From an optimization exercise on the open Yosys and OpenROAD flow, aimed at small area; shortcuts taken in it are not production practice.
In this exercise RTL edits were held to simulation tests only and were not proved equivalent to the original.
In every run shown here, the design's own scripts or RTL, not TritonCTS, make the clock network.
No driver is modelled on the clock port, so clock power and skew are understated where the tree is cut down; a real chip needs a root buffer or a tree.
Power and IR drop assume default switching activity.

File: design/flow/flow/run.sh
#!/bin/bash
# Standard layout, with buf_1 port buffers and four clock buffers in place of the clock tree.
set -e
export BUFFER_PORTS_ARGS="-buffer_cell sky130_fd_sc_hd__buf_1"
export PRE_CTS_TCL="$(pwd)/flow/clock_buffers.tcl"
export CTS_ONE_BUF=sky130_fd_sc_hd__clkbuf_8
export CTS_NBUF=4
bash standard.sh > standard.log 2>&1
File: design/flow/flow/clock_buffers.tcl
# Replaces clock_tree_synthesis: the clock port drives CTS_NBUF clock buffers,
# each placed at the centre of a group of nearby flip-flops and driving their
# clock pins.
rename clock_tree_synthesis __orig_clock_tree_synthesis
proc cluster_centre { its } {
  set sx 0
  set sy 0
  foreach it $its {
    set bb [[$it getInst] getBBox]
    set sx [expr {$sx + ([$bb xMin] + [$bb xMax]) / 2}]
    set sy [expr {$sy + ([$bb yMin] + [$bb yMax]) / 2}]
  }
  set n [llength $its]
  return [list [expr {$sx / $n}] [expr {$sy / $n}]]
}
proc sort_by { its axis } {
  set keyed {}
  foreach it $its {
    set bb [[$it getInst] getBBox]
    if { $axis == "x" } {
      lappend keyed [list [expr {[$bb xMin] + [$bb xMax]}] $it]
    } else {
      lappend keyed [list [expr {[$bb yMin] + [$bb yMax]}] $it]
    }
  }
  set out {}
  foreach k [lsort -integer -index 0 $keyed] { lappend out [lindex $k 1] }
  return $out
}
proc split_half { its axis } {
  set s [sort_by $its $axis]
  set h [expr {[llength $s] / 2}]
  return [list [lrange $s 0 [expr {$h - 1}]] [lrange $s $h end]]
}
proc clock_tree_synthesis { args } {
  set db [ord::get_db]
  set block [ord::get_db_block]
  set master [$db findMaster $::env(CTS_ONE_BUF)]
  set nbuf $::env(CTS_NBUF)
  set clk [$block findNet CLOCK]
  set sinks [$clk getITerms]
  puts "manual clock buffering: [llength $sinks] clock sinks, $nbuf x $::env(CTS_ONE_BUF)"
  set groups [list $sinks]
  if { $nbuf >= 2 } { set groups [split_half $sinks x] }
  if { $nbuf >= 4 } {
    set g {}
    foreach h $groups { foreach q [split_half $h y] { lappend g $q } }
    set groups $g
  }
  set i 0
  foreach grp $groups {
    set inst [odb::dbInst_create $block $master clkbuf_leaf_$i]
    set net [odb::dbNet_create $block clknet_leaf_$i]
    $net setSigType CLOCK
    foreach it $grp {
      $it disconnect
      $it connect $net
    }
    [$inst findITerm A] connect $clk
    [$inst findITerm X] connect $net
    lassign [cluster_centre $grp] x y
    $inst setLocation $x $y
    $inst setPlacementStatus PLACED
    puts "  clkbuf_leaf_$i: [llength $grp] sinks at $x $y"
    incr i
  }
  set_propagated_clock [all_clocks]
}
File: design/flow/standard.sh
#!/bin/bash
# synth_recipe.tcl (not shown) runs the flow's synth.tcl, then flattens the netlist and writes it again
# the make line also repeats each setting of config.mk as NAME=value (left out here)
make -C /OpenROAD-flow-scripts/flow DESIGN_CONFIG=/design/flow/config.mk WORK_HOME=/design/flow/orfs CLKGATE_MAP_FILE= SYNTH_SCRIPT=/design/flow/synth_recipe.tcl "${@:-finish}"
File: design/flow/config.mk
export PLATFORM = sky130hd
export DESIGN_NAME = cpu
export DESIGN_NICKNAME = cpu
export VERILOG_FILES = /design/flow/design.v
export SDC_FILE = /design/flow/constraint.sdc
export NUM_CORES = 4
export LEC_CHECK = 0
export ABC_AREA = 1
export CAP_MARGIN = 20
export CORE_MARGIN = 2
export CORE_UTILIZATION = 65
export SLEW_MARGIN = 20
File: design/flow/constraint.sdc
create_clock -name core_clock -period 5.0 [get_ports {CLOCK}]
set_input_delay 1.0000 -clock core_clock [delete_from_list [all_inputs] [get_ports {CLOCK}]]
set_output_delay 1.0000 -clock core_clock [all_outputs]
set_load 0.01 [all_outputs]
File: design/flow/design.v
module cpu (
  input  logic       CLOCK,
  input  logic       RESET,
  input  logic [7:0] read_bus,
  output logic [3:0] ctrl_bus,
  output logic [7:0] addr_bus,
  output logic [7:0] write_bus,
  output logic [7:0] OUT
);
  localparam logic [3:0] FA   = 4'd0;    
  localparam logic [3:0] FB   = 4'd1;    
  localparam logic [3:0] SA   = 4'd2;    
  localparam logic [3:0] SB   = 4'd3;    
  localparam logic [3:0] SC   = 4'd4;    
  localparam logic [3:0] JC   = 4'd5;    
  localparam logic [3:0] DA   = 4'd6;    
  localparam logic [3:0] DB   = 4'd7;    
  localparam logic [3:0] CM   = 4'd8;    
  localparam logic [3:0] WB   = 4'd9;    
  localparam logic [3:0] WR   = 4'd10;   
  localparam logic [3:0] PU   = 4'd11;   
  localparam logic [3:0] PO   = 4'd12;   
  localparam logic [3:0] CL   = 4'd13;   
  localparam logic [3:0] IN   = 4'd14;   
  logic [3:0] st, st_n;
  logic [2:0] ph;
  logic [7:0] a, l, ip, sp, t, opc, mar;
  logic       fc, fz, fs, fo, cy;
  logic is_mov, is_cmp, is_arith, is_push, is_pop, is_jmp, is_jcc, is_jump, is_hlt, is_nop;
  assign is_mov   = (opc[7:6] == 2'b00);
  assign is_cmp   = (opc[7:6] == 2'b10);
  assign is_arith = (opc[7:6] == 2'b01) | is_cmp;
  assign is_push  = (opc[7:3] == 5'b11000);
  assign is_pop   = (opc[7:3] == 5'b11001);
  assign is_jmp   = (opc == 8'b11010000);
  assign is_jcc   = (opc[7:4] == 4'b1110);
  assign is_jump  = is_jmp | is_jcc;
  assign is_nop   = (opc == 8'b11111110);
  assign is_hlt   = (opc[7:6] == 2'b11) & ~is_push & ~is_pop & ~is_jump & ~is_nop;
  logic [2:0] sm, dm;
  assign sm = is_pop ? 3'b101 : is_jump ? 3'b011 : opc[2:0];
  assign dm = is_push ? 3'b101 : is_pop ? opc[2:0] : opc[5:3];
  logic cb, taken;
  always_comb begin
    case (opc[3:1])
      3'b000:  cb = fo;
      3'b001:  cb = fc;
      3'b010:  cb = fz;
      3'b011:  cb = fc | fz;
      3'b100:  cb = fs;
      3'b101:  cb = ~opc[0];
      3'b110:  cb = fs ^ fo;
      default: cb = fz | (fs ^ fo);
    endcase
    taken = is_jmp | (cb ^ opc[0]);
  end
  logic a_bit, d_bit;
  assign a_bit = a[ph];
  assign d_bit = read_bus[ph];
  logic xa, xsp, xip, xd, xl, yt, yd, y1, neg, cin;
  logic ld_ip, ld_sp, ld_t, ld_l, clr_l, ld_f, ld_a, ld_opc, sh_mar, ld_mar, we;
  logic ph0, ph7, init;
  assign ph0 = (ph == 3'd0);
  assign ph7 = (ph == 3'd7);
  always_comb begin
    xa = 1'b0; xsp = 1'b0; xip = 1'b0; xd = 1'b0; xl = 1'b0;
    yt = 1'b0; yd = 1'b0; y1 = 1'b0; neg = 1'b0; cin = 1'b0;
    ld_ip = 1'b0; ld_sp = 1'b0; ld_t = 1'b0; ld_l = 1'b0; clr_l = 1'b0; ld_f = 1'b0;
    ld_a = 1'b0; ld_opc = 1'b0; sh_mar = 1'b0; ld_mar = 1'b0; we = 1'b0;
    init = 1'b0;
    st_n = FA;
    case (st)
      FA: begin
        xip = 1'b1; cin = 1'b1; ld_ip = ~is_hlt; sh_mar = 1'b1;
        st_n = FB;
      end
      FB: begin
        ld_opc = (ph == 3'd1);
        if (is_jump | is_pop) st_n = SA;
        else if (is_hlt | is_nop) st_n = CL;
        else if (opc[1:0] == 2'b00) st_n = SC;
        else st_n = SA;
      end
      SA: begin
        xip = sm[1]; xsp = ~sm[1] & sm[2]; xa = ~sm[1] & ~sm[2];
        cin = sm[1]; ld_ip = sm[1]; sh_mar = 1'b1; clr_l = is_jump;
        st_n = SB;
      end
      SB: begin
        ld_mar = (ph == 3'd1) & (sm[1:0] == 2'b10);
        st_n = is_jump ? JC : SC;
      end
      JC: begin
        xip = 1'b1; yd = taken; ld_ip = 1'b1;
        st_n = FA;
      end
      SC: begin
        if (sm[1:0] == 2'b00) begin
          xsp = sm[2]; xa = ~sm[2];
        end else xd = 1'b1;
        ld_t = 1'b1; ld_l = ~is_cmp;
        if (is_arith) st_n = (dm[1:0] == 2'b00 || dm[1:0] == 2'b11) ? CM : DA;
        else if (is_push) st_n = PU;
        else if (is_pop) st_n = PO;
        else st_n = (dm[1:0] == 2'b10) ? DA : WB;
      end
      DA: begin
        xip = dm[1]; xsp = ~dm[1] & dm[2]; xa = ~dm[1] & ~dm[2];
        cin = dm[1]; ld_ip = dm[1]; sh_mar = 1'b1;
        st_n = DB;
      end
      DB: begin
        ld_mar = (ph == 3'd1) & (dm[1:0] == 2'b10);
        st_n = is_arith ? CM : WR;
      end
      CM: begin
        case (dm[1:0])
          2'b00: begin xsp = dm[2]; xa = ~dm[2]; end
          2'b11: ;
          default: xd = 1'b1;
        endcase
        yt = 1'b1; neg = is_cmp; ld_l = ~is_cmp; ld_f = 1'b1;
        st_n = WB;
      end
      WB: begin
        case (dm[1:0])
          2'b00: begin
            ld_a = ~dm[2] & ph0;
            xl = 1'b1; ld_sp = dm[2];
            st_n = FA;
          end
          2'b01: begin
            xsp = 1'b1; sh_mar = dm[2];
            st_n = dm[2] ? WR : FA;
          end
          2'b10: st_n = WR;
          default: st_n = FA;
        endcase
      end
      WR: begin
        we = ph0;
        st_n = FA;
      end
      PU: begin
        xsp = 1'b1; y1 = 1'b1; ld_sp = 1'b1; sh_mar = 1'b1;
        st_n = WR;
      end
      PO: begin
        xsp = 1'b1; cin = 1'b1; ld_sp = 1'b1; sh_mar = 1'b1;
        st_n = (dm[1:0] == 2'b10) ? DA : WB;
      end
      CL: begin
        clr_l = 1'b1;
        st_n = FA;
      end
      IN: begin
        clr_l = 1'b1; init = 1'b1;
        st_n = FA;
      end
      default: st_n = FA;
    endcase
  end
  logic xb, yb, seen, b, ci, sum, co;
  assign xb   = (xa & a_bit) | (xsp & sp[0]) | (xip & ip[0]) | (xd & d_bit) | (xl & l[0]);
  assign yb   = (yt & t[0]) | (yd & d_bit) | y1;
  assign seen = ~ph0 & fo;
  assign b    = yb ^ (neg & seen);
  assign ci   = ph0 ? cin : cy;
  assign sum  = xb ^ b ^ ci;
  assign co   = (xb & b) | (xb & ci) | (b & ci);
  always_ff @(posedge CLOCK) begin
    if (RESET) begin
      st <= IN;
      ph <= 3'd0;
      a  <= 8'd0;
      fc <= 1'b0; fz <= 1'b0; fs <= 1'b0; fo <= 1'b0;
      opc[7] <= 1'b0;
    end else begin
      ph <= ph + 3'd1;
      if (ph7) st <= st_n;
      if (ld_a) a <= l;
      if (ld_f) begin
        fz <= (ph0 | fz) & ~sum;
        fo <= ph7 ? (~xb & ~(yb ^ neg) & sum) : (seen | yb);
        if (ph7) begin
          fs <= sum;
          fc <= co;
        end
      end
      if (ld_opc) opc[7] <= read_bus[7];
    end
  end
  always_ff @(posedge CLOCK) begin
    cy <= co;
    l  <= {clr_l ? 1'b0 : ld_l ? sum : l[0], l[7:1]};
    ip <= {init | (ld_ip ? sum : ip[0]), ip[7:1]};
    sp <= {init ? ph7 : ld_sp ? sum : sp[0], sp[7:1]};
    t  <= {ld_t ? sum : t[0], t[7:1]};
    if (ld_opc) opc[6:0] <= read_bus[6:0];
    if (ld_mar) mar <= read_bus;
    else if (sh_mar) mar <= {sum, mar[7:1]};
  end
  assign addr_bus  = mar;
  assign write_bus = l;
  assign ctrl_bus  = {2'b00, we, 1'b0};
  assign OUT       = a;
endmodule
==> results of run 1 <==
sequential cells by signal, summed over array words and instances (netlist names):
signal / cells
cy: 1
fz: 1
mar: 8
st: 4
ip: 8
a: 8
fs: 1
sp: 8
ph: 3
fc: 1
fo: 1
l: 8
opc: 8
t: 8
synth_stat cells, drive strengths merged:
library cell / n / area [um^2]
inv: 58 / 218
a21boi: 1 / 7.51
o31ai: 1 / 7.51
buf: 6 / 46.3
a211oi: 1 / 7.51
a2111oi: 1 / 8.76
clkinv: 1 / 3.75
ha: 9 / 113
o311ai: 1 / 8.76
nand2: 87 / 342
clkbuf: 1 / 3.75
o311a: 1 / 10.0
nor4: 1 / 6.26
edfxtp: 15 / 450
nor2: 64 / 308
dfxtp: 53 / 1060
a21oi: 19 / 95.1
nand4: 5 / 37.5
nor3: 3 / 15.0
mux2: 5 / 67.6
a32o: 1 / 10.0
o221a: 1 / 11.3
or2: 3 / 23.8
fa: 1 / 20.0
o22ai: 3 / 25.0
nand3: 25 / 130
o211ai: 5 / 42.5
a311oi: 1 / 8.76
conb: 1 / 3.75
o21ai: 34 / 170
worst max-delay path by stage:
stage                startpoint               to  slack [ns]  cells past startpoint
2_1_floorplan       read_bus[5]  fz$_SDFFE_PP0P_        2.10                     14
3_3_place_gp        read_bus[5]  fz$_SDFFE_PP0P_        1.87                     15
3_5_place_dp        read_bus[5]  l[7]$_SDFF_PP0_        1.77                     16
4_1_cts        opc[5]$_DFFE_PP_  l[7]$_SDFF_PP0_        1.90                     17
5_1_grt        opc[5]$_DFFE_PP_  l[7]$_SDFF_PP0_        1.49                     16
6_report       opc[5]$_DFFE_PP_  l[7]$_SDFF_PP0_        1.85                     17
power breakdown:
group	leakage (nW)	switching, W	internal, W	total, W
clock	0.0288	0.000133	0.0000744	0.000207
sequential	0.564	0.00000459	0.000563	0.000568
combinational	0.950	0.0000304	0.0000145	0.0000449
final cells by class:
| cell class | instances | area [um^2] |
|---|---|---|
| well taps | 67 | 83.8 |
| inverters | 59 | 221 |
| plain buffers | 4 | 55.1 |
| repair buffers | 34 | 128 |
| fillers | 399 | 1300 |
| flip-flops and latches | 68 | 1510 |
| multi-input cells | 276 | 1490 |
routing by layer:
metal,global-route usage,vias up
li1,-,1392
met1,0.396,1278
met2,0.461,81
met3,0.0281,14
met4,0.0655,0
met5,0,-
metrics by stage:
| stage | util | hold WS, ns | cell area (um^2) | setup WS [ns] |
|---|---|---|---|---|
| floorplan | - | 0.310 | 3270 | 2.10 |
| detailed placement | 0.717 | 0.312 | 3430 | 1.77 |
| CTS | 0.728 | 0.308 | 3490 | 1.90 |
| finish | 0.728 | 0.312 | 3490 | 1.85 |
| global route | 0.728 | 0.323 | 3490 | 1.49 |
| global placement | 0.717 | 0.310 | 3430 | 1.87 |
logic make-up (layout without fill, tap and decap cells):
group,count (synthesis),after routing,synth area share
AND/OR/NAND/NOR,188,188,0.264
AO/OA/AOI/OAI,70,70,0.127
flip-flops,68,68,0.463
buffers and inverters,66,97,0.0832
adder cells (fa/ha/maj),10,10,0.0407
multiplexers,5,5,0.0207
other,1,3,0.00115
==> summary.md, run 1 <==
| Metric | Value |
|---|---|
| Status | finished clean |
| Wl on met1 | 3.44 mm |
| Worst setup EP type | flip-flop |
| I/O pin cnt | 38 |
| Leak | 1.54 nW |
| DRC marker count from the first detailed-route iteration | 271 |
| Reg-to-reg startpoint | opc[5]$_DFFE_PP_ |
| Synth Register Bits | 68 |
| Total negative slack | 0 ns |
| Worst hold path cell count | 0 |
| DP Cell Count | 504 |
| GRT Residual Overflow | 0 |
| Total track usage | 0.278 |
| Final Wtd Congestion | 0.977 |
| Post-Syn Instances | 408 |
| Maximum VDD drop | 0.319 mV |
| Achievable frequency | 318 MHz |
| Die W | 74.8 um |
| Vias in the first global route | 2619 |
| Final Skew | 0.0192 ns |
| Post-Route WL | 7.35 mm |
| Slew of the pin with the lowest slew margin | 0.542 ns |
| Post-layout min period | 3.15 ns |
| Most common cell after layout, fill and taps aside | nand2_1 |
| Hpwl dp | 5.80 mm |
| Remaining DRCs | 0 |
| Resized cells post-CTS | 0 |
| RSZ-0062 raised after global routing | false |
| CP top delay family | adder cells |
| Final setup viols | 0 |
| Die height | 74.8 um |
| Hold buffer count at CTS | 0 |
| Rows | 25 |
| Initial antenna violation count | 0 |
| Max Cap Viol | 0 |
| Power per Cell Area | 235 nW/um^2 |
| Top layer in use | met4 |
| Pin count of the biggest net entering global routing | 18 |
| Worst-Skew Late Latency | 0.17 ns |
| Slowest stage cell, crit path | fa_1 |
| Total iterations of the first detailed-routing run | 5 |
| Antenna fix cells | 0 |
| Synth Warn # | 1 |
| Crit Path Max Fanout | 6 |
| Critical Path Source Type | flip-flop |
| Layout Nets | 463 |
| Crit Reg-Reg Endpoint | l[7]$_SDFF_PP0_ |
| Pwr Total | 0.000820 W |
| Final Max Tran Viols | 0 |
| Worst path max stage delay | 0.63 ns |
| Routed vias/inst | 5.44 |
| Most frequent cells in the layout | nand2_1 (81), nor2_1 (54), dfxtp_1 (53), inv_1 (48), buf_1 (34) |
| Metal2 WL | 3.35 mm |
| WP data required | 5.12 ns |
| Postcts setup bufs | 0 |
| Worst EP arrival | 3.27 ns |
| Final Hold Vio Count | 0 |
| Die ar. | 5600 um^2 |
| First-pass GRT wire length | 12.1 mm |
| Syn Std Cell Area | 3260 um^2 |
| R2R setup slack | 1.85 ns |
| Slew headroom | 0.639 |
| Finished Layout Cells | 508 |
| Sequential-to-total area share from yosys stat | 0.463 |
| Reg2Reg Depth | 17 |
| DR WL/cell | 14.5 um |
| Via count | 2765 |
| Period utilization | 0.630 |
| Routed Antenna Nets | 0 |
| Mean Syn Cell Area | 7.99 um^2 |
| Worst-path clk slew | 0.11 ns |
| Area growth syn-to-layout | 6.87% |
| Hold EP | sp[0]$_DFF_P_ |
| Core area | 4790 um^2 |
| I/O Buffers | 34 |
| Wire length on met3 | 387 um |
| Hold Crit Class | flip-flop to flip-flop |
| Initial core utilization | 0.682 |
| Critical path type | flip-flop to flip-flop |
| Most common cell on crit path | inv_1 |
| Share of cells above drive strength 1 | 0.0975 |
| Synth unique cells | 44 |
| Worst min-delay path startpoint | sp[1]$_DFF_P_ |
| Buf/Inv on CP | 4 |
| Crit-path cells | inv_1, nand2_1, nor2_2, nor2_1, a21oi_1, inv_1, ha_1, inv_1, o21ai_1, a21oi_1, nand2_1, nand2_1, nand3_1, fa_1, inv_1, o21ai_0, o311a_1 |
==> run 2, diff against run 1 <==
--- a/design/flow/config.mk
+++ b/design/flow/config.mk
@@ -8,5 +8,5 @@
 export ABC_AREA = 1
 export CAP_MARGIN = 20
 export CORE_MARGIN = 2
-export CORE_UTILIZATION = 65
+export CORE_UTILIZATION = 80
 export SLEW_MARGIN = 20
==> summary.md, run 2 <==
| Metric | Value |
|---|---|
| Status | finished clean |
| Critical path type | input pin to flip-flop |
| Routed vias/inst | 6.11 |
| Max Cap Viol | 0 |
| Worst-Skew Late Latency | 0.16 ns |
| Post-Syn Instances | 408 |
| Worst EP arrival | 3.44 ns |
| Hpwl dp | 6.25 mm |
| Postcts setup bufs | 0 |
| DRC marker count from the first detailed-route iteration | 401 |
| Area growth syn-to-layout | 6.21% |
| Layout Utilization | 0.872 |
| Worst min-delay path startpoint | ip[3]$_DFF_P_ |
| Period utilization | 0.668 |
| Hold Crit Class | flip-flop to flip-flop |
| Pin count of the biggest net entering global routing | 18 |
| Wl on met1 | 3.19 mm |
| Hold EP | ip[2]$_DFF_P_ |
| Synth Register Bits | 68 |
| R2R setup slack | 1.75 ns |
| I/O Buffers | 34 |
| Worst path max stage delay | 0.57 ns |
| Die W | 67.9 um |
| Buf/Inv on CP | 4 |
| Comb power frac | 0.058 |
| Clock power share | 0.248 |
| Remaining DRCs | 0 |
| Vias in the first global route | 2731 |
| Resized cells post-CTS | 0 |
| Synth area leaders | dfxtp_1 (33%), edfxtp_1 (14%), nand2_1 (9.3%) |
| Total track usage | 0.360 |
| CP top delay family | compound AO/OA/AOI/OAI gates |
| Crit Reg-Reg Endpoint | l[7]$_SDFF_PP0_ |
| Post-synth top flop | dfxtp_1 |
| Worst-path clk slew | 0.11 ns |
| CP Depth | 16 |
| Die height | 67.9 um |
| Flop pwr share | 0.694 |
| Leak | 1.54 nW |
| Total negative slack | 0 ns |
| Slew headroom | 0.584 |
| Initial antenna violation count | 0 |
| Rows | 23 |
| Synth top cells by count | nand2_1 (81), nor2_1 (54), dfxtp_1 (53), inv_1 (48), o21ai_0 (30) |
| Final Hold Vio Count | 0 |
| Top-count cell post-synth | nand2_1 |
| Share of cells above drive strength 1 | 0.0975 |
| Crit-path cells | buf_1, inv_1, a21oi_1, o21ai_0, o21ai_0, nand2_1, a21oi_1, nand2_1, nand3_1, nand2_1, o21ai_0, inv_1, fa_1, inv_1, o21ai_0, o311a_1 |
| Yosys top cell by area | dfxtp_1 |
| Maximum VDD drop | 0.241 mV |
| Final Max Tran Viols | 0 |
| GRT Residual Overflow | 0 |
| Slowest stage cell, crit path | fa_1 |
| Crit Path Max Fanout | 5 |
| Slew of the pin with the lowest slew margin | 0.624 ns |
| Metal2 WL | 3.89 mm |
| Antenna fix cells | 0 |
| Core area | 3970 um^2 |
| Most common cell after layout, fill and taps aside | nand2_1 |
| Via count | 3001 |
| Synth unique cells | 44 |
| Power per Cell Area | 236 nW/um^2 |
| Reg-to-reg startpoint | opc[5]$_DFFE_PP_ |
| Worst setup EP type | flip-flop |
| Critical Path Source Type | input pin |
| Most common cell on crit path | o21ai_0 |
| Routed Antenna Nets | 0 |
| Ys async rst share | 0 |
| Synth top area share | 0.325 |
| RSZ-0062 raised after global routing | false |
| Post-layout min period | 3.34 ns |
| Net Sw Frac | 0.204 |
| Reg2Reg Depth | 17 |
| Mean Syn Cell Area | 7.99 um^2 |
| Die ar. | 4600 um^2 |
| P_sw | 0.000167 W |
| Pint | 0.000652 W |
| WP data required | 5.10 ns |
| Synth Warn # | 1 |
| Post-synth EDFFs | 15 |
| Total iterations of the first detailed-routing run | 6 |
| Worst hold path cell count | 0 |
| Final hold slack | 0.323 ns |
| Achievable frequency | 299 MHz |
| Final Skew | 0.0153 ns |
| Sequential-to-total area share from yosys stat | 0.463 |
| Final Wtd Congestion | 0.989 |
| Layout Nets | 463 |
| First-pass GRT wire length | 12.5 mm |
| Final setup viols | 0 |
| I/O pin cnt | 38 |
| Hold buffer count at CTS | 0 |
| Post-Route WL | 8.19 mm |
| Most frequent cells in the layout | nand2_1 (81), nor2_1 (54), dfxtp_1 (53), inv_1 (48), buf_1 (34) |
| DR WL/cell | 16.7 um |
| Syn Std Cell Area | 3260 um^2 |
| Top layer in use | met4 |
| Wire length on met3 | 763 um |
| Initial core utilization | 0.821 |
[run 2: cell counts after synthesis]
No cell type changed its count.
[run 2: worst max-delay path by stage]
| stage | startpoint | end |
|---|---|---|
| after CTS | read_bus[1] | l[7]$_SDFF_PP0_ |
| after floorplan | read_bus[5] | fz$_SDFFE_PP0P_ |
| final | read_bus[1] | l[7]$_SDFF_PP0_ |
| after detailed placement | read_bus[1] | l[7]$_SDFF_PP0_ |
| after global placement | read_bus[5] | fz$_SDFFE_PP0P_ |
| after global routing | read_bus[1] | l[7]$_SDFF_PP0_ |
[run 2: metal layers]
metal,up-vias,GRT usage
met5,-,0
met4,0,0.118
met3,48,0.0526
met2,211,0.645
met1,1352,0.447
li1,1390,-
[run 2: kinds of logic (layout without fill, tap and decap cells)]
family,after synthesis,in the layout,share of synthesized area
compound gates,70,70,0.127
fa+ha+maj,10,10,0.0407
buf+inv,66,97,0.0832
flops,68,68,0.463
mux,5,5,0.0207
other cells,1,3,0.00115
simple gates,188,188,0.264
[run 2: per-stage QoR]
step / area [um^2] / power [W] / worst slack (ns) / cells
6_report: 3460 / 0.000818 / 1.66 / 491
5_1_grt: 3460 / 0.000837 / 1.49 / 491
4_1_cts: 3460 / 0.000815 / 1.75 / 491
3_5_place_dp: 3410 / 0.000626 / 1.59 / 487
3_3_place_gp: 3410 / 0.000622 / 1.86 / 487
2_1_floorplan: 3270 / 0.000612 / 2.10 / 410
[run 2: layout make-up]
cell class | instances | area, um^2
plain buffers | 4 | 55.1
repair buffers | 34 | 128
fillers | 216 | 507
multi-input cells | 276 | 1490
inverters | 59 | 221
well taps | 50 | 62.6
flip-flops and latches | 68 | 1510
[run 2: power groups by stage]
| stage | clock network (W) | logic (W) | registers, W |
|---|---|---|---|
| after global routing | 0.000215 | 0.0000525 | 0.000569 |
| after global placement | 0 | 0.0000420 | 0.000580 |
| after CTS | 0.000201 | 0.0000459 | 0.000568 |
| after detailed placement | 0 | 0.0000452 | 0.000581 |
| final | 0.000203 | 0.0000474 | 0.000568 |
| after floorplan | 0 | 0.0000336 | 0.000578 |
==> run 3, diff against run 2 <==
==> design/flow/flow/run.sh (replaced) <==
#!/bin/bash
# The standard layout (standard.sh) with these changes:
#  - synthesis maps logic with the ABC script flow/abc_area.script (ABC_AREA is 1);
#    everything else in synthesis is the standard one, so the registers are the same;
#  - ports are buffered with sky130_fd_sc_hd__buf_1;
#  - in place of the clock tree, the clock port drives four clkbuf_8, each placed at the
#    centre of a quarter of the flip-flops and driving their clock pins (flow/clock_buffers.tcl).
# make's output goes to standard.log; each step's log is in orfs/logs/.
set -euo pipefail
rm -rf scripts_local
cp -r "$FLOW_HOME/scripts" scripts_local
cp flow/abc_area.script scripts_local/abc_area.script
export SCRIPTS_DIR="$(pwd)/scripts_local"
export BUFFER_PORTS_ARGS="-buffer_cell sky130_fd_sc_hd__buf_1"
export PRE_CTS_TCL="$(pwd)/flow/clock_buffers.tcl"
export CTS_ONE_BUF=sky130_fd_sc_hd__clkbuf_8
export CTS_NBUF=4
bash standard.sh > standard.log 2>&1
==> design/flow/flow/abc_area.script (new file) <==
strash
&get -n
&deepsyn -T 20
&st
&dch
&nf -R 1000
&put
--- a/design/flow/config.mk
+++ b/design/flow/config.mk
@@ -8,5 +8,5 @@
 export ABC_AREA = 1
 export CAP_MARGIN = 20
 export CORE_MARGIN = 2
-export CORE_UTILIZATION = 80
+export CORE_UTILIZATION = 70
 export SLEW_MARGIN = 20
==> summary.md, run 3 <==
| Metric | Value |
|---|---|
| Hpwl dp | 4.57 mm |
| Synth top cells by count | dfxtp_1 (53), nand2_1 (28), nor2_1 (26), a21oi_1 (19), nor3_1 (17) |
| DP Worst Slack | 1.29 ns |
| WP data required | 5.10 ns |
| Leak | 1.15 nW |
| Synth Register Bits | 68 |
| RSZ-0062 raised after global routing | false |
| CP top delay family | simple AND/OR/NAND/NOR gates |
| Layout Nets | 349 |
| Post-layout min period | 3.83 ns |
| Worst-path clk slew | 0.10 ns |
| Maximum VDD drop | 0.205 mV |
| Total track usage | 0.276 |
| I/O pin cnt | 38 |
| Critical Path Source Type | flip-flop |
| Slowest stage cell, crit path | fa_1 |
| Critical path type | flip-flop to flip-flop |
| Area growth syn-to-layout | 8.54% |
| Routed Antenna Nets | 0 |
| Initial antenna violation count | 0 |
| Achievable frequency | 261 MHz |
| Syn Std Cell Area | 2870 um^2 |
| Die ar. | 4630 um^2 |
| Via count | 2393 |
| Pin count of the biggest net entering global routing | 18 |
| Ys async rst share | 0 |
| Yosys top cell by area | dfxtp_1 |
| Most common cell after layout, fill and taps aside | dfxtp_1 |
| Resized cells post-CTS | 0 |
| Worst path max stage delay | 0.72 ns |
| Total negative slack | 0 ns |
| Postcts setup bufs | 0 |
| Die W | 68.0 um |
| Synth unique cells | 42 |
| Crit Path Max Fanout | 7 |
| Post-synth EDFFs | 15 |
| Fill count | 297 |
| Core area | 3970 um^2 |
| Crit-path cells | nor3_1, and2_0, a21o_1, clkinv_1, ha_1, nand2_1, nand2_1, nand2_1, o311ai_0, a31oi_1, o211ai_1, fa_1, nand2b_1, nor3_1, nor2_1, a21oi_1 |
| Routed vias/inst | 6.35 |
| Mean Syn Cell Area | 9.97 um^2 |
| Period utilization | 0.766 |
| Post-synth top flop | dfxtp_1 |
| Most common cell on crit path | nand2_1 |
| Final setup viols | 0 |
| Sequential-to-total area share from yosys stat | 0.527 |
| Synth area leaders | dfxtp_1 (37%), edfxtp_1 (16%), ha_1 (3.9%) |
| Post-route setup slack | 1.17 ns |
| DRC marker count from the first detailed-route iteration | 334 |
| Share of cells above drive strength 1 | 0.0214 |
| Total iterations of the first detailed-routing run | 6 |
| Most frequent cells in the layout | dfxtp_1 (53), buf_1 (34), nand2_1 (28), nor2_1 (26), a21oi_1 (19) |
| Top-count cell post-synth | dfxtp_1 |
| I/O Buffers | 34 |
| Hold buffer count at CTS | 0 |
| First-pass GRT wire length | 9.89 mm |
| Synth Warn # | 1 |
| Final Wtd Congestion | 0.968 |
| Initial core utilization | 0.723 |
| Dpl cell area | 3060 um^2 |
| Die height | 68.0 um |
| Slew headroom | 0.519 |
| Post-Syn Instances | 288 |
| Slew of the pin with the lowest slew margin | 0.721 ns |
| Buf/Inv on CP | 1 |
| Worst EP arrival | 3.93 ns |
| Post-route cell area | 3120 um^2 |
| Max Cap Viol | 0 |
| Worst-Skew Late Latency | 0.16 ns |
| Final Max Tran Viols | 0 |
| Hold Crit Class | flip-flop to flip-flop |
| GRT Residual Overflow | 0 |
| Final Hold Vio Count | 0 |
| Rows | 23 |
| Worst setup EP type | flip-flop |
| DR WL/cell | 16.6 um |
| Post-Route WL | 6.24 mm |
| Synth top area share | 0.370 |
| Remaining DRCs | 0 |
| Status | finished clean |
| Power per Cell Area | 263 nW/um^2 |
| Final Skew | 0.0120 ns |
| Antenna fix cells | 0 |
| Vias in the first global route | 2136 |
run 3: final timing paths:
path	startpoint	cells past startpoint	endpoint	slack (ns)
worst max-delay path	opc[5]$_DFFE_PP_	16	fo$_SDFFE_PP0P_	1.17
worst min-delay path	t[6]$_DFF_P_	0	t[5]$_DFF_P_	0.33
worst max register to register	opc[5]$_DFFE_PP_	16	fo$_SDFFE_PP0P_	1.17
worst min register to register	t[6]$_DFF_P_	0	t[5]$_DFF_P_	0.33
run 3: final cells by class:
cell class | instances | area [um^2] | share of cell area
sequential | 68 | 1510 | 0.485
multi-input combinational | 211 | 1310 | 0.420
timing repair buffer | 37 | 150 | 0.0482
tap | 50 | 62.6 | 0.0201
buffer | 4 | 55.1 | 0.0177
inverter | 7 | 26.3 | 0.00843
run 3: worst register-to-register path, delay by kind of cell (launching register included):
kind	cells	cell delay [ns]
buffers and inverters	1	0.09
flip-flops	1	0.46
adder cells (fa/ha/maj)	2	0.96
AND/OR/NAND/NOR	8	1.50
AO/OA/AOI/OAI	5	0.76
run 3: per-layer routing:
metal,vias up,track usage,wire [um]
met5,-,0,0
met3,20,0.0313,461
met4,0,0.0725,150
met2,132,0.464,2900
li1,1129,-,-
met1,1112,0.380,2730
run 3: through the flow:
step / total power (W) / util / std cells / hold WS, ns
finish: 0.000820 / 0.784 / 377 / 0.334
floorplan: 0.000613 / - / 290 / 0.310
CTS: 0.000820 / 0.784 / 377 / 0.339
global placement: 0.000627 / 0.771 / 373 / 0.312
detailed placement: 0.000630 / 0.771 / 373 / 0.314
global route: 0.000846 / 0.784 / 377 / 0.343
run 3: cells by family after synthesis:
group,after synthesis,synth area share
other cells,1,0.00131
compound gates,70,0.160
simple gates,115,0.197
buf+inv,11,0.0196
mux,12,0.0462
xor+xnor,1,0.00305
flops,68,0.527
fa+ha+maj,10,0.0462
run 3: power by group:
group	switching, W	internal [W]	leakage [nW]
sequential	0.00000664	0.000564	0.563
combinational	0.0000307	0.0000174	0.560
clock	0.000127	0.0000742	0.0288
==> run 4, diff against run 3 <==
==> design/flow/design.v (replaced) <==
module cpu (
  input  logic       CLOCK,
  input  logic       RESET,
  input  logic [7:0] read_bus,
  output logic [3:0] ctrl_bus,
  output logic [7:0] addr_bus,
  output logic [7:0] write_bus,
  output logic [7:0] OUT
);
  localparam logic [4:0] FA = 5'b00000;   
  localparam logic [4:0] FB = 5'b00001;   
  localparam logic [4:0] SA = 5'b00011;   
  localparam logic [4:0] SB = 5'b00111;   
  localparam logic [4:0] SC = 5'b01111;   
  localparam logic [4:0] DA = 5'b11111;   
  localparam logic [4:0] DB = 5'b11110;   
  localparam logic [4:0] CM = 5'b11100;   
  localparam logic [4:0] WB = 5'b11000;   
  localparam logic [4:0] WR = 5'b10000;   
  logic [4:0] st;
  logic       init_slot;    
  logic [2:0] ph;
  logic [7:0] a, l, ip, sp, t, opc, mar;
  logic       fc, fz, fs, fo, cy;
  logic is_cmp, is_arith, is_push, is_pop, is_jmp, is_jcc, is_jump, is_data, is_nop, is_hlt;
  assign is_cmp   = (opc[7:6] == 2'b10);
  assign is_arith = (opc[7:6] == 2'b01) | is_cmp;
  assign is_push  = (opc[7:3] == 5'b11000);
  assign is_pop   = (opc[7:3] == 5'b11001);
  assign is_jmp   = (opc == 8'b11010000);
  assign is_jcc   = (opc[7:4] == 4'b1110);
  assign is_jump  = is_jmp | is_jcc;
  assign is_data  = ~(opc[7] & opc[6]) | is_push | is_pop;    
  assign is_nop   = (opc == 8'b11111110);
  assign is_hlt   = ~is_data & ~is_jump & ~is_nop;
  logic [2:0] sm, dm;
  assign sm = is_pop ? 3'b101 : is_jump ? 3'b011 : opc[2:0];
  assign dm = is_push ? 3'b101 : is_pop ? opc[2:0] : opc[5:3];
  logic s_mem, d_mem;    
  assign s_mem = (is_data | is_jump) & (sm[1:0] != 2'b00);
  assign d_mem = is_data & (dm[1:0] == 2'b01 || dm[1:0] == 2'b10);
  logic cb, taken;
  always_comb begin
    case (opc[3:1])
      3'b000:  cb = fo;
      3'b001:  cb = fc;
      3'b010:  cb = fz;
      3'b011:  cb = fc | fz;
      3'b100:  cb = fs;
      3'b101:  cb = ~opc[0];
      3'b110:  cb = fs ^ fo;
      default: cb = fz | (fs ^ fo);
    endcase
    taken = is_jmp | (cb ^ opc[0]);
  end
  logic a_bit, d_bit;
  assign a_bit = a[ph];
  assign d_bit = read_bus[ph];
  logic xa, xsp, xip, xd, xl, yt, yd, y1, neg, cin;
  logic ld_ip, ld_sp, ld_t, ld_l, clr_l, ld_f, ld_a, ld_opc, sh_mar, ld_mar, we, init;
  logic ph0, ph1, ph7;
  assign ph0 = (ph == 3'd0);
  assign ph1 = (ph == 3'd1);
  assign ph7 = (ph == 3'd7);
  logic s_fa, s_fb, s_sa, s_sb, s_sc, s_da, s_db, s_cm, s_wb, s_wr;
  assign s_fa = ~st[4] & ~st[0];
  assign s_fb =  st[0] & ~st[1];
  assign s_sa =  st[1] & ~st[2];
  assign s_sb =  st[2] & ~st[3];
  assign s_sc =  st[3] & ~st[4];
  assign s_da =  st[4] &  st[0];
  assign s_db = ~st[0] &  st[1];
  assign s_cm = ~st[1] &  st[2];
  assign s_wb = ~st[2] &  st[3];
  assign s_wr = ~st[3] &  st[4];
  assign xip    = s_fa | (s_sa & sm[1]) | (s_sc & is_jump) | (s_da & dm[1]);
  assign xa     = (s_sa & ~sm[1] & ~sm[2]) | (s_sc & (sm == 3'b000)) | (s_da & ~dm[1] & ~dm[2])
                | (s_cm & (dm == 3'b000));
  assign xsp    = s_sb | (s_sa & ~sm[1] & sm[2]) | (s_sc & (sm == 3'b100)) | (s_da & ~dm[1] & dm[2])
                | (s_cm & (dm == 3'b100));
  assign xd     = (s_sc & ~is_jump & (sm[1:0] != 2'b00)) | (s_cm & (dm[1] ^ dm[0]));
  assign xl     = s_wb;
  assign yt     = s_cm;
  assign yd     = s_sc & is_jump & taken;
  assign y1     = s_da & is_push;
  assign neg    = s_cm & is_cmp;
  assign cin    = s_fa | (s_sa & sm[1]) | s_sb | (s_da & dm[1]);
  assign ld_ip  = (s_fa & ~is_hlt) | (s_sa & sm[1] & s_mem) | (s_sc & is_jump) | (s_da & dm[1] & d_mem);
  assign ld_sp  = (s_sb & is_pop) | (s_da & is_push) | (s_wb & is_data & (dm == 3'b100));
  assign ld_t   = s_sc;
  assign ld_l   = (s_sc & is_data & ~is_cmp) | (s_cm & is_arith & ~is_cmp);
  assign clr_l  = (s_sa & ~is_data) | init_slot;
  assign init   = init_slot;
  assign ld_f   = s_cm & is_arith;
  assign ld_a   = s_wb & is_data & (dm == 3'b000) & ph0;
  assign ld_opc = s_fb & ph1;
  assign sh_mar = s_fa | s_sa | s_da;
  assign ld_mar = ph1 & ((s_sb & s_mem & (sm[1:0] == 2'b10)) | (s_db & d_mem & (dm[1:0] == 2'b10)));
  assign we     = s_wr & ~init_slot & ph0 & is_data & ((dm == 3'b101) | (dm[1:0] == 2'b10));
  logic xb, yb, seen, b, ci, sum, co;
  assign xb   = (xa & a_bit) | (xsp & sp[0]) | (xip & ip[0]) | (xd & d_bit) | (xl & l[0]);
  assign yb   = (yt & t[0]) | (yd & d_bit) | y1;
  assign seen = ~ph0 & fo;
  assign b    = yb ^ (neg & seen);
  assign ci   = ph0 ? cin : cy;
  assign sum  = xb ^ b ^ ci;
  assign co   = (xb & b) | (xb & ci) | (b & ci);
  always_ff @(posedge CLOCK) begin
    if (RESET) begin
      st <= WR;
      init_slot <= 1'b1;
      ph <= 3'd0;
      a  <= 8'd0;
      fc <= 1'b0; fz <= 1'b0; fs <= 1'b0; fo <= 1'b0;
      opc[7] <= 1'b0;
    end else begin
      ph <= ph + 3'd1;
      if (ph7) begin
        st <= {st[3:0], ~st[4]};
        init_slot <= 1'b0;
      end
      if (ld_a) a <= l;
      if (ld_f) begin
        fz <= (ph0 | fz) & ~sum;
        fo <= ph7 ? (~xb & ~(yb ^ neg) & sum) : (seen | yb);
        if (ph7) begin
          fs <= sum;
          fc <= co;
        end
      end
      if (ld_opc) opc[7] <= read_bus[7];
    end
  end
  always_ff @(posedge CLOCK) begin
    cy <= co;
    l  <= {clr_l ? 1'b0 : ld_l ? sum : l[0], l[7:1]};
    ip <= {init | (ld_ip ? sum : ip[0]), ip[7:1]};
    sp <= {init ? ph7 : ld_sp ? sum : sp[0], sp[7:1]};
    t  <= {ld_t ? sum : t[0], t[7:1]};
    if (ld_opc) opc[6:0] <= read_bus[6:0];
    if (ld_mar) mar <= read_bus;
    else if (sh_mar) mar <= {sum, mar[7:1]};
  end
  assign addr_bus  = mar;
  assign write_bus = l;
  assign ctrl_bus  = {2'b00, we, 1'b0};
  assign OUT       = a;
endmodule
--- a/design/flow/flow/run.sh
+++ b/design/flow/flow/run.sh
@@ -13,6 +13,6 @@
 export SCRIPTS_DIR="$(pwd)/scripts_local"
 export BUFFER_PORTS_ARGS="-buffer_cell sky130_fd_sc_hd__buf_1"
 export PRE_CTS_TCL="$(pwd)/flow/clock_buffers.tcl"
-export CTS_ONE_BUF=sky130_fd_sc_hd__clkbuf_8
-export CTS_NBUF=4
+export CTS_ONE_BUF=sky130_fd_sc_hd__clkbuf_16
+export CTS_NBUF=2
 bash standard.sh > standard.log 2>&1
==> summary.md, run 4 <==
| Metric | Value |
|---|---|
| Status | finished clean |
| Period utilization | 0.794 |
| DP Cell Count | 352 |
| GRT Residual Overflow | 0 |
| I/O Buffers | 34 |
| Mean Syn Cell Area | 10.2 um^2 |
| Pin count of the biggest net entering global routing | 36 |
| Post-Route WL | 6.67 mm |
| Most common cell after layout, fill and taps aside | dfxtp_1 |
| Top-count cell post-synth | dfxtp_1 |
| Die W | 66.7 um |
| Worst-Skew Late Latency | 0.18 ns |
| Leak | 1.11 nW |
| Hold Crit Class | flip-flop to flip-flop |
| Postcts setup bufs | 0 |
| Ys async rst share | 0 |
| Most frequent cells in the layout | dfxtp_1 (55), buf_1 (34), nor2_1 (31), a21oi_1 (25), nand2_1 (18) |
| Yosys top cell by area | dfxtp_1 |
| Synth top area share | 0.400 |
| Die ar. | 4450 um^2 |
| Buf/Inv on CP | 2 |
| Routed Antenna Nets | 0 |
| Slew headroom | 0.391 |
| Syn Std Cell Area | 2750 um^2 |
| Core area | 3720 um^2 |
| Max Cap Viol | 0 |
| Post-synth top flop | dfxtp_1 |
| Critical Path Source Type | flip-flop |
| Worst setup EP type | flip-flop |
| Slowest stage cell, crit path | nor4_1 |
| Total negative slack | 0 ns |
| Synth Register Bits | 70 |
| Slew of the pin with the lowest slew margin | 0.905 ns |
| Synth unique cells | 36 |
| Final Hold Vio Count | 0 |
| Post-Syn Instances | 271 |
| DRC marker count from the first detailed-route iteration | 238 |
| Worst EP arrival | 3.99 ns |
| Initial antenna violation count | 0 |
| Rows | 22 |
| Final Max Tran Viols | 0 |
| Layout Nets | 328 |
| Die height | 66.7 um |
| WP data required | 5.02 ns |
| Resized cells post-CTS | 0 |
| Hpwl dp | 5.15 mm |
| Vias in the first global route | 2150 |
| Total iterations of the first detailed-routing run | 5 |
| Synth Warn # | 1 |
| Via count | 2286 |
| Crit-path cells | clkinv_1, nor4_1, a21oi_1, ha_1, nand2_1, a21oi_1, a221oi_1, nand3_1, fa_1, clkinv_1, a21oi_1 |
| Worst-path clk slew | 0.12 ns |
| Finished Layout Cells | 354 |
| Power per Cell Area | 281 nW/um^2 |
| Critical path type | flip-flop to flip-flop |
| Routed vias/inst | 6.46 |
| Hold buffer count at CTS | 0 |
| RSZ-0062 raised after global routing | false |
| Worst path max stage delay | 0.82 ns |
| Most common cell on crit path | a21oi_1 |
| Initial core utilization | 0.741 |
| Antenna fix cells | 0 |
| Post-layout min period | 3.97 ns |
| Final setup viols | 0 |
| Synth top cells by count | dfxtp_1 (55), nor2_1 (31), a21oi_1 (25), nand2_1 (18) |
| First-pass GRT wire length | 10.3 mm |
| Sequential-to-total area share from yosys stat | 0.563 |
| Post-synth EDFFs | 15 |
| Area growth syn-to-layout | 8.09% |
| Synth area leaders | dfxtp_1 (40%), edfxtp_1 (16%), a21oi_1 (4.5%) |
| Final Skew | 0.0110 ns |
| CP top delay family | adder cells |
| Achievable frequency | 252 MHz |
| Share of cells above drive strength 1 | 0.00980 |
| Final Wtd Congestion | 0.913 |
| I/O pin cnt | 38 |
| Crit Path Max Fanout | 6 |
| Total track usage | 0.310 |
| Maximum VDD drop | 0.299 mV |
| DR WL/cell | 18.8 um |
| Remaining DRCs | 0 |
-- run 4: cells by family after synthesis --
family	count (synthesis)	synth area share
other cells	1	0.00136
xor+xnor	2	0.00636
flops	70	0.563
simple gates	101	0.178
mux	7	0.0286
buf+inv	13	0.0232
fa+ha+maj	10	0.0482
compound gates	67	0.151
-- run 4: worst register-to-register path, stage by stage (launching register included) --
cell and delay [ns]:
edfxtp_1 0.47, clkinv_1 0.19, nor4_1 0.82, a21oi_1 0.33
ha_1 0.39, nand2_1 0.07, a21oi_1 0.07, a221oi_1 0.24
nand3_1 0.19, fa_1 0.69, clkinv_1 0.19, a21oi_1 0.17
-- run 4: path summary, 6_finish.rpt --
path	startpoint	to	slack, ns	depth (start not counted)
worst max-delay path	opc[3]$_DFFE_PP_	mar[7]$_DFFE_PP_	1.03	11
worst min-delay path	ip[4]$_DFF_P_	ip[3]$_DFF_P_	0.34	0
worst max register to register	opc[3]$_DFFE_PP_	mar[7]$_DFFE_PP_	1.03	11
worst min register to register	ip[4]$_DFF_P_	ip[3]$_DFF_P_	0.34	0
-- run 4: report_power, final --
| group | total, W | leakage [nW] | switching, W | internal (W) |
|---|---|---|---|---|
| sequential | 0.000585 | 0.580 | 0.00000568 | 0.000579 |
| combinational | 0.0000465 | 0.503 | 0.0000311 | 0.0000154 |
| clock | 0.000204 | 0.0246 | 0.000129 | 0.0000749 |
| total | 0.000835 | 1.11 | 0.000166 | 0.000669 |
-- run 4: area by class of cell --
type / count / area, um^2
sequential: 70 / 1550
multi-input combinational: 190 / 1150
fill: 216 / 739
timing repair buffer: 35 / 135
tap: 48 / 60.1
buffer: 2 / 50.0
inverter: 9 / 33.8
-- run 4: per-stage QoR --
step | hold WS [ns] | area [um^2] | util | worst slack (ns) | total power, W
after global placement | 0.310 | 2930 | 0.788 | 1.49 | 0.000638
after global routing | 0.345 | 2980 | 0.801 | 0.821 | 0.000858
after CTS | 0.341 | 2980 | 0.801 | 1.19 | 0.000835
after detailed placement | 0.313 | 2930 | 0.788 | 1.22 | 0.000642
after floorplan | 0.310 | 2760 | - | 1.77 | 0.000625
final | 0.341 | 2980 | 0.801 | 1.03 | 0.000835
-- run 4: per-layer routing --
| layer | vias to the layer above | track usage | share of wire |
|---|---|---|---|
| met3 | 22 | 0.0338 | 0.079 |
| li1 | 1041 | - | - |
| met1 | 1076 | 0.385 | 0.38 |
| met2 | 147 | 0.564 | 0.50 |
| met4 | 0 | 0.0944 | 0.033 |
| met5 | - | 0 | 0 |
==> run 5, diff against run 4 <==
--- a/design/flow/flow/run.sh
+++ b/design/flow/flow/run.sh
@@ -13,6 +13,6 @@
 export SCRIPTS_DIR="$(pwd)/scripts_local"
 export BUFFER_PORTS_ARGS="-buffer_cell sky130_fd_sc_hd__buf_1"
 export PRE_CTS_TCL="$(pwd)/flow/clock_buffers.tcl"
-export CTS_ONE_BUF=sky130_fd_sc_hd__clkbuf_16
-export CTS_NBUF=2
+export CTS_ONE_BUF=sky130_fd_sc_hd__clkbuf_8
+export CTS_NBUF=4
 bash standard.sh > standard.log 2>&1
==> summary.md, run 5 <==
| Metric | Value |
|---|---|
| Synth top area share | 0.400 |
| Post-synth top flop | dfxtp_1 |
| Post-Syn Instances | 271 |
| Worst hold path cell count | 0 |
| DRC marker count from the first detailed-route iteration | 280 |
| Yosys top cell by area | dfxtp_1 |
| Slowest stage cell, crit path | nor4_1 |
| GR peak layer | met2 |
| Core area | 3720 um^2 |
| Total iterations of the first detailed-routing run | 5 |
| Layout Utilization | 0.802 |
| Synth top cells by count | dfxtp_1 (55), nor2_1 (31), a21oi_1 (25), nand2_1 (18) |
| Crit Path Max Fanout | 6 |
| Worst path max stage delay | 0.82 ns |
| Period utilization | 0.783 |
| Initial core utilization | 0.741 |
| Worst min-delay path startpoint | sp[5]$_DFF_P_ |
| Routed vias/inst | 6.32 |
| Post-synth EDFFs | 15 |
| R2R setup slack | 1.08 ns |
| Maximum VDD drop | 0.271 mV |
| Most common cell on crit path | a21oi_1 |
| DR WL/cell | 18.7 um |
| Layout Nets | 330 |
| Met3 GRT Util | 0.0338 |
| Reg2Reg Depth | 11 |
| Critical path type | flip-flop to flip-flop |
| Met1 global-route usage | 0.394 |
| Share of cells above drive strength 1 | 0.0162 |
| Worst-Skew Late Latency | 0.16 ns |
| Top-count cell post-synth | dfxtp_1 |
| Achievable frequency | 255 MHz |
| Initial antenna violation count | 0 |
| Area growth syn-to-layout | 8.27% |
| Finished Layout Cells | 356 |
| Hold buffer count at CTS | 0 |
| DP Cell Count | 352 |
| Synth unique cells | 36 |
| Resized cells post-CTS | 0 |
| Final Wtd Congestion | 0.913 |
| Antenna fix cells | 0 |
| Rows | 22 |
| Post-layout min period | 3.92 ns |
| Met2 GRT Util | 0.571 |
| Slew headroom | 0.387 |
| Crit-path cells | clkinv_1, nor4_1, a21oi_1, ha_1, nand2_1, a21oi_1, a221oi_1, nand3_1, fa_1, clkinv_1, a21oi_1 |
| Hpwl dp | 5.15 mm |
| Hold EP | sp[4]$_DFF_P_ |
| Final setup viols | 0 |
| Via count | 2249 |
| Power per Cell Area | 281 nW/um^2 |
| I/O pin cnt | 38 |
| Total track usage | 0.310 |
| Most common cell after layout, fill and taps aside | dfxtp_1 |
| Reg-to-reg startpoint | opc[3]$_DFFE_PP_ |
| First-pass GRT wire length | 10.3 mm |
| Remaining DRCs | 0 |
| Slew of the pin with the lowest slew margin | 0.911 ns |
| Synth area leaders | dfxtp_1 (40%), edfxtp_1 (16%), a21oi_1 (4.5%) |
| Final Skew | 0.00907 ns |
| Status | finished clean |
| Hold Crit Class | flip-flop to flip-flop |
| Mean Syn Cell Area | 10.2 um^2 |
| Postcts setup bufs | 0 |
| Die W | 66.7 um |
| Final Hold Vio Count | 0 |
| Final Max Tran Viols | 0 |
| Worst-path clk slew | 0.10 ns |
| Ys async rst share | 0 |
| Pin count of the biggest net entering global routing | 19 |
| I/O Buffers | 34 |
| GRT Residual Overflow | 0 |
| WP data required | 5.00 ns |
| Die height | 66.7 um |
| Routed Antenna Nets | 0 |
| Most frequent cells in the layout | dfxtp_1 (55), buf_1 (34), nor2_1 (31), a21oi_1 (25), nand2_1 (18) |
| Critical Path Source Type | flip-flop |
| Worst EP arrival | 3.92 ns |
| Total negative slack | 0 ns |
| Vias in the first global route | 2101 |
| Post-Route WL | 6.66 mm |
| Synth Warn # | 1 |
| Syn Std Cell Area | 2750 um^2 |
| Worst setup EP type | flip-flop |
| Crit Reg-Reg Endpoint | mar[7]$_DFFE_PP_ |
| Synth Register Bits | 70 |
| Sequential-to-total area share from yosys stat | 0.563 |
| RSZ-0062 raised after global routing | false |
| Leak | 1.11 nW |
| Die ar. | 4450 um^2 |
| Max Cap Viol | 0 |
## run 5: cell counts after synthesis
Identical to the previous run, type by type.
## run 5: routing by layer
metal	routed length, um	vias to the layer above
li1	-	1043
met1	2530	1063
met2	3440	129
met3	537	14
met4	144	0
met5	0	-
## run 5: how the worst max path moves through the flow
| stage | slack, ns | depth (start not counted) | end | startpoint |
|---|---|---|---|---|
| floorplan | 1.77 | 13 | fo$_SDFFE_PP0P_ | opc[3]$_DFFE_PP_ |
| global placement | 1.49 | 11 | mar[7]$_DFFE_PP_ | opc[3]$_DFFE_PP_ |
| detailed placement | 1.22 | 11 | mar[7]$_DFFE_PP_ | opc[3]$_DFFE_PP_ |
| CTS | 1.22 | 13 | fo$_SDFFE_PP0P_ | opc[3]$_DFFE_PP_ |
| global route | 0.81 | 11 | mar[7]$_DFFE_PP_ | opc[3]$_DFFE_PP_ |
| finish | 1.08 | 11 | mar[7]$_DFFE_PP_ | opc[3]$_DFFE_PP_ |
## run 5: cell families after synthesis
family	count (synthesis)	synth area share
flops	70	0.563
buf+inv	13	0.0232
compound gates	67	0.151
simple gates	101	0.178
xor+xnor	2	0.00636
other cells	1	0.00136
fa+ha+maj	10	0.0482
mux	7	0.0286
## run 5: cell type report
type | count | area [um^2]
fillers | 221 | 734
repair buffers | 35 | 135
inverters | 9 | 33.8
plain buffers | 4 | 55.1
well taps | 48 | 60.1
multi-input cells | 190 | 1150
flip-flops and latches | 70 | 1550
## run 5: critical path, delay by kind of cell (launching register included)
family / cells / cell delay [ns]
buf+inv: 2 / 0.37
simple gates: 3 / 1.07
flops: 1 / 0.46
compound gates: 4 / 0.79
fa+ha+maj: 2 / 1.07
## run 5: where the power goes
part	switching [W]	internal (W)	leakage [nW]
registers	0.00000565	0.000579	0.580
clock network	0.000133	0.0000744	0.0288
logic	0.0000307	0.0000154	0.503
total	0.000170	0.000669	1.11
## run 5: through the flow
step	hold WS (ns)	power [W]	worst slack (ns)	cell area [um^2]
6_report	0.337	0.000838	1.08	2980
4_1_cts	0.338	0.000836	1.22	2980
2_1_floorplan	0.310	0.000625	1.77	2760
3_5_place_dp	0.313	0.000642	1.22	2930
5_1_grt	0.343	0.000862	0.814	2980
3_3_place_gp	0.310	0.000638	1.49	2930
==> run 6, diff against run 5 <==
==> design/flow/design.v (replaced) <==
module cpu (
  input  logic       CLOCK,
  input  logic       RESET,
  input  logic [7:0] read_bus,
  output logic [3:0] ctrl_bus,
  output logic [7:0] addr_bus,
  output logic [7:0] write_bus,
  output logic [7:0] OUT
);
  logic [3:0] st;
  logic       init_slot;
  logic [3:0] ph;    
  logic [7:0] a, l, ip, sp, t, opc, mar;
  logic       fc, fz, fs, fo, cy;
  logic is_cmp, is_arith, is_push, is_pop, is_jmp, is_jcc, is_jump, is_data, is_nop, is_hlt, is_nh;
  assign is_cmp   = (opc[7:6] == 2'b10);
  assign is_arith = (opc[7:6] == 2'b01) | is_cmp;
  assign is_push  = (opc[7:3] == 5'b11000);
  assign is_pop   = (opc[7:3] == 5'b11001);
  assign is_jmp   = (opc == 8'b11010000);
  assign is_jcc   = (opc[7:4] == 4'b1110);
  assign is_jump  = is_jmp | is_jcc;
  assign is_data  = ~(opc[7] & opc[6]) | is_push | is_pop;    
  assign is_nop   = (opc == 8'b11111110);
  assign is_nh    = ~is_data & ~is_jump;                       
  assign is_hlt   = is_nh & ~is_nop;
  logic [2:0] sm, dm;
  assign sm = is_pop ? 3'b101 : is_jump ? 3'b011 : opc[2:0];
  assign dm = is_push ? 3'b101 : is_pop ? opc[2:0] : opc[5:3];
  logic cb, taken;
  always_comb begin
    case (opc[3:1])
      3'b000:  cb = fo;
      3'b001:  cb = fc;
      3'b010:  cb = fz;
      3'b011:  cb = fc | fz;
      3'b100:  cb = fs;
      3'b101:  cb = ~opc[0];
      3'b110:  cb = fs ^ fo;
      default: cb = fz | (fs ^ fo);
    endcase
    taken = is_jmp | (cb ^ opc[0]);
  end
  logic a_bit, d_bit;
  logic [7:0] phs;   
  assign phs = {~ph[2] & ph[3], ~ph[1] & ph[2], ~ph[0] & ph[1], ph[3] & ph[0],
                ph[2] & ~ph[3], ph[1] & ~ph[2], ph[0] & ~ph[1], ~ph[3] & ~ph[0]};
  assign a_bit = |(a & phs);
  assign d_bit = |(read_bus & phs);
  logic xa, xsp, xip, xd, yt, yd, y1, neg, cin;
  logic ld_ip, ld_sp, ld_spl, ld_t, ld_l, clr_l, ld_f, ld_a, ld_opc, sh_mar, ld_mar, we, init;
  logic ph0, ph1, ph7;
  assign ph0 = phs[0];
  assign ph1 = phs[1];
  assign ph7 = phs[7];
  logic s_fa, s_fb, s_sa, s_sb, s_sc, s_da, s_db, s_cm;
  assign s_fa = ~st[3] & ~st[0];
  assign s_fb =  st[0] & ~st[1];
  assign s_sa =  st[1] & ~st[2];
  assign s_sb =  st[2] & ~st[3];
  assign s_sc =  st[3] &  st[0];
  assign s_da = ~st[0] &  st[1];
  assign s_db = ~st[1] &  st[2];
  assign s_cm = ~st[2] &  st[3];
  assign xip    = s_fa | (s_sa & sm[1]) | (s_sc & is_jump) | (s_da & dm[1]);
  assign xa     = (s_sa & ~sm[1] & ~sm[2]) | (s_sc & (sm == 3'b000)) | (s_da & ~dm[1] & ~dm[2])
                | (s_cm & (dm == 3'b000));
  assign xsp    = s_sb | (s_sa & ~sm[1] & sm[2]) | (s_sc & (sm == 3'b100)) | (s_da & ~dm[1] & dm[2])
                | (s_cm & (dm == 3'b100));
  assign xd     = (s_sc & ~is_jump & (sm[1:0] != 2'b00)) | (s_cm & (dm[1] ^ dm[0]));
  assign yt     = s_cm;
  assign yd     = s_sc & is_jump & taken;
  assign y1     = s_da & is_push;
  assign neg    = s_cm & is_cmp;
  assign cin    = s_fa | (s_sa & sm[1]) | s_sb | (s_da & dm[1]);
  assign ld_ip  = (s_fa & ~is_hlt) | (s_sa & sm[1] & ~is_nh) | (s_sc & is_jump)
                | (s_da & dm[1] & ~dm[0] & is_data);
  assign ld_sp  = (s_sb & is_pop) | (s_da & is_push);
  assign ld_spl = s_fa & is_data & (dm == 3'b100);
  assign ld_t   = s_sc;
  assign ld_l   = (s_sc & is_data & ~is_cmp) | (s_cm & is_arith & ~is_cmp);
  assign clr_l  = (s_sa & ~is_data) | init_slot;
  assign init   = init_slot;
  assign ld_f   = s_cm & is_arith;
  assign ld_a   = s_fa & is_data & (dm == 3'b000) & ph0;
  assign ld_opc = s_fb & ph1;
  assign sh_mar = s_fa | s_sa | s_da;
  assign ld_mar = ph1 & ((s_sb & (sm[1:0] == 2'b10)) | (s_db & (dm[1:0] == 2'b10)));
  assign we     = s_fa & ph0 & is_data & ((dm == 3'b101) | (dm[1:0] == 2'b10));
  logic xb, yb, seen, b, ci, sum, co;
  assign xb   = (xa & a_bit) | (xsp & sp[0]) | (xip & ip[0]) | (xd & d_bit);
  assign yb   = (yt & t[0]) | (yd & d_bit) | y1;
  assign seen = ~ph0 & fo;
  assign b    = yb ^ (neg & seen);
  assign ci   = ph0 ? cin : cy;
  assign sum  = xb ^ b ^ ci;
  assign co   = (xb & b) | (xb & ci) | (b & ci);
  always_ff @(posedge CLOCK) begin
    if (RESET) begin
      st <= 4'b1000;
      init_slot <= 1'b1;
      ph <= 4'd0;
      a  <= 8'd0;
      fc <= 1'b0; fz <= 1'b0; fs <= 1'b0; fo <= 1'b0;
      opc[7:6] <= 2'b00;
      opc[4:3] <= 2'b11;
    end else begin
      ph <= {ph[2:0], ~ph[3]};
      if (ph7) begin
        st <= {st[2:0], ~st[3]};
        init_slot <= 1'b0;
      end
      if (ld_a) a <= l;
      if (ld_f) begin
        fz <= (ph0 | fz) & ~sum;
        fo <= ph7 ? (~xb & ~(yb ^ neg) & sum) : (seen | yb);
        if (ph7) begin
          fs <= sum;
          fc <= co;
        end
      end
      if (ld_opc) begin
        opc[7:6] <= read_bus[7:6];
        opc[4:3] <= read_bus[4:3];
      end
    end
  end
  always_ff @(posedge CLOCK) begin
    cy <= co;
    l  <= {clr_l ? 1'b0 : ld_l ? sum : l[0], l[7:1]};
    ip <= {init | (ld_ip ? sum : ip[0]), ip[7:1]};
    sp <= {init ? ph7 : ld_sp ? sum : ld_spl ? l[0] : sp[0], sp[7:1]};
    t  <= {ld_t ? sum : t[0], t[7:1]};
    if (ld_opc) begin
      opc[5]   <= read_bus[5];
      opc[2:0] <= read_bus[2:0];
    end
    if (ld_mar) mar <= read_bus;
    else if (sh_mar) mar <= {sum, mar[7:1]};
  end
  assign addr_bus  = mar;
  assign write_bus = l;
  assign ctrl_bus  = {2'b00, we, 1'b0};
  assign OUT       = a;
endmodule
==> summary.md, run 6 <==
| Metric | Value |
|---|---|
| Slew headroom | 0.390 |
| Pwr Total | 0.000836 W |
| RSZ-0062 raised after global routing | false |
| WP data required | 5.07 ns |
| Area growth syn-to-layout | 8.46% |
| Worst min-delay path startpoint | sp[1]$_DFF_P_ |
| Resized cells post-CTS | 0 |
| Post-Syn Instances | 262 |
| Most frequent cells in the layout | dfxtp_1 (58), buf_1 (34), nor2_1 (26), nand2_1 (19), clkinv_1 (17) |
| Reg-to-reg startpoint | opc[6]$_SDFFE_PP0P_ |
| Post-route setup slack | 1.33 ns |
| Crit-path cells | clkinv_1, nor4_1, buf_4, and2_0, a21oi_1, ha_1, a2bb2oi_1, o211ai_1, a22oi_1, o221ai_1, fa_1, nand4_1, a311oi_1 |
| First-pass GRT wire length | 9.80 mm |
| DP Cell Count | 343 |
| Total negative slack | 0 ns |
| Synth top area share | 0.431 |
| Post-synth top flop | dfxtp_1 |
| Achievable frequency | 272 MHz |
| Initial antenna violation count | 0 |
| Hold Crit Class | flip-flop to flip-flop |
| Die height | 66.0 um |
| Initial core utilization | 0.730 |
| Remaining DRCs | 0 |
| Finished Layout Cells | 347 |
| Layout Nets | 317 |
| Slew of the pin with the lowest slew margin | 0.908 ns |
| Total iterations of the first detailed-routing run | 5 |
| Worst path max stage delay | 0.76 ns |
| Final Wtd Congestion | 1.01 |
| Period utilization | 0.734 |
| Routed vias/inst | 6.25 |
| Final hold slack | 0.333 ns |
| Final setup viols | 0 |
| Crit Path Max Fanout | 9 |
| Pin count of the biggest net entering global routing | 19 |
| Synth unique cells | 44 |
| Most common cell after layout, fill and taps aside | dfxtp_1 |
| Postcts setup bufs | 0 |
| Status | finished clean |
| Slowest stage cell, crit path | fa_1 |
| Worst hold path cell count | 0 |
| DP Worst Slack | 1.28 ns |
| Core area | 3690 um^2 |
| Worst-path clk slew | 0.10 ns |
| Post-Route WL | 6.01 mm |
| Via count | 2169 |
| CP top delay family | compound AO/OA/AOI/OAI gates |
| Max Cap Viol | 0 |
| Share of cells above drive strength 1 | 0.0167 |
| Die W | 66.0 um |
| I/O pin cnt | 38 |
| Net Sw Frac | 0.197 |
| Mean Syn Cell Area | 10.3 um^2 |
| Flop pwr share | 0.705 |
| Leak | 1.05 nW |
| Yosys top cell by area | dfxtp_1 |
| Hold buffer count at CTS | 0 |
| Final Max Tran Viols | 0 |
| Power per Cell Area | 286 nW/um^2 |
| Sequential-to-total area share from yosys stat | 0.565 |
| I/O Buffers | 34 |
| Comb power frac | 0.049 |
| Final Skew | 0.00874 ns |
| Reg2Reg Depth | 13 |
| Crit Reg-Reg Endpoint | fo$_SDFFE_PP0P_ |
| Total track usage | 0.290 |
| Antenna fix cells | 0 |
| Critical Path Source Type | flip-flop |
| Post-layout min period | 3.67 ns |
| Maximum VDD drop | 0.262 mV |
| Final Hold Vio Count | 0 |
| Synth area leaders | dfxtp_1 (43%), edfxtp_1 (13%), nor2_1 (3.6%) |
| Post-synth EDFFs | 12 |
| Synth Register Bits | 70 |
| Worst setup EP type | flip-flop |
| Top-count cell post-synth | dfxtp_1 |
| P_sw | 0.000165 W |
| Ys async rst share | 0 |
| Rows | 22 |
| Syn Std Cell Area | 2690 um^2 |
| Pint | 0.000671 W |
| R2R setup slack | 1.33 ns |
| GRT Residual Overflow | 0 |
| Vias in the first global route | 2017 |
| Hold EP | sp[0]$_DFF_P_ |
| Synth top cells by count | dfxtp_1 (58), nor2_1 (26), nand2_1 (19), clkinv_1 (17), a21oi_1 (16) |
| Worst-Skew Late Latency | 0.16 ns |
| Routed Antenna Nets | 0 |
| Synth Warn # | 1 |
| DRC marker count from the first detailed-route iteration | 328 |
| Critical path type | flip-flop to flip-flop |
| Hpwl dp | 4.41 mm |
| Clock power share | 0.246 |
| Die ar. | 4360 um^2 |
| Buf/Inv on CP | 2 |
| DR WL/cell | 17.3 um |
| Worst EP arrival | 3.74 ns |
run 6: cell count changes after synthesis, moves of 4 or more:
cell      previous run  this run
ha_1                 9         5
clkinv_1             9        17
a21oi_1             25        16
nor3_1              14         8
nor2_1              31        26
nor2b_1             15        10
nand3_1             10         4
run 6: metrics by stage:
| stage | cell area, um^2 | utilization |
|---|---|---|
| after floorplan | 2700 | - |
| after global placement | 2860 | 0.776 |
| after detailed placement | 2860 | 0.776 |
| after CTS | 2920 | 0.791 |
| after global routing | 2920 | 0.791 |
| final | 2920 | 0.791 |
run 6: final cells by class:
type	count	area, um^2
Fill cell	254	769
Inverter	17	63.8
Tap cell	48	60.1
Timing Repair Buffer	35	135
Sequential cell	70	1520
Multi-Input combinational cell	173	1080
Buffer	4	55.1
run 6: power by group through the flow:
| stage | Clock [W] | Sequential [W] | Combinational, W |
|---|---|---|---|
| after floorplan | 0 | 0.000601 | 0.0000267 |
| after global placement | 0 | 0.000602 | 0.0000382 |
| after detailed placement | 0 | 0.000602 | 0.0000396 |
| after CTS | 0.000205 | 0.000589 | 0.0000397 |
| after global routing | 0.000225 | 0.000591 | 0.0000440 |
| final | 0.000206 | 0.000590 | 0.0000408 |
run 6: how the worst max path moves through the flow:
stage	startpoint	to	slack, ns	depth (start not counted)
4_1_cts	opc[6]$_SDFFE_PP0P_	fo$_SDFFE_PP0P_	1.38	13
5_1_grt	opc[7]$_SDFFE_PP0P_	fo$_SDFFE_PP0P_	0.97	13
6_report	opc[6]$_SDFFE_PP0P_	fo$_SDFFE_PP0P_	1.33	13
3_3_place_gp	read_bus[6]	mar[7]$_DFFE_PP_	1.39	11
2_1_floorplan	opc[6]$_SDFFE_PP0P_	mar[7]$_DFFE_PP_	1.42	11
3_5_place_dp	read_bus[6]	mar[7]$_DFFE_PP_	1.28	11
run 6: cells by family after synthesis:
| logic type | count (synthesis) | synth area share |
|---|---|---|
| AO/OA/AOI/OAI | 70 | 0.180 |
| other | 1 | 0.00139 |
| flip-flops | 70 | 0.565 |
| buffers and inverters | 21 | 0.0349 |
| multiplexers | 8 | 0.0321 |
| AND/OR/NAND/NOR | 84 | 0.149 |
| XOR/XNOR | 2 | 0.00651 |
| adder cells (fa/ha/maj) | 6 | 0.0307 |
run 6: metal layers:
layer / vias up / GRT usage / routed length, um
met1: 1019 / 0.408 / 2570
met4: 0 / 0.0510 / 124
met2: 114 / 0.495 / 2830
li1: 1021 / - / -
met5: - / 0 / 0
met3: 15 / 0.0290 / 479

Check on run 6: ideal ports give 1.329 ns setup slack; a clkbuf_16 on the clock port and buf_2 on the inputs give 1.329 ns; moving port delays by the midpoint clock arrival (0.211 ns) as well gives 1.236 ns.
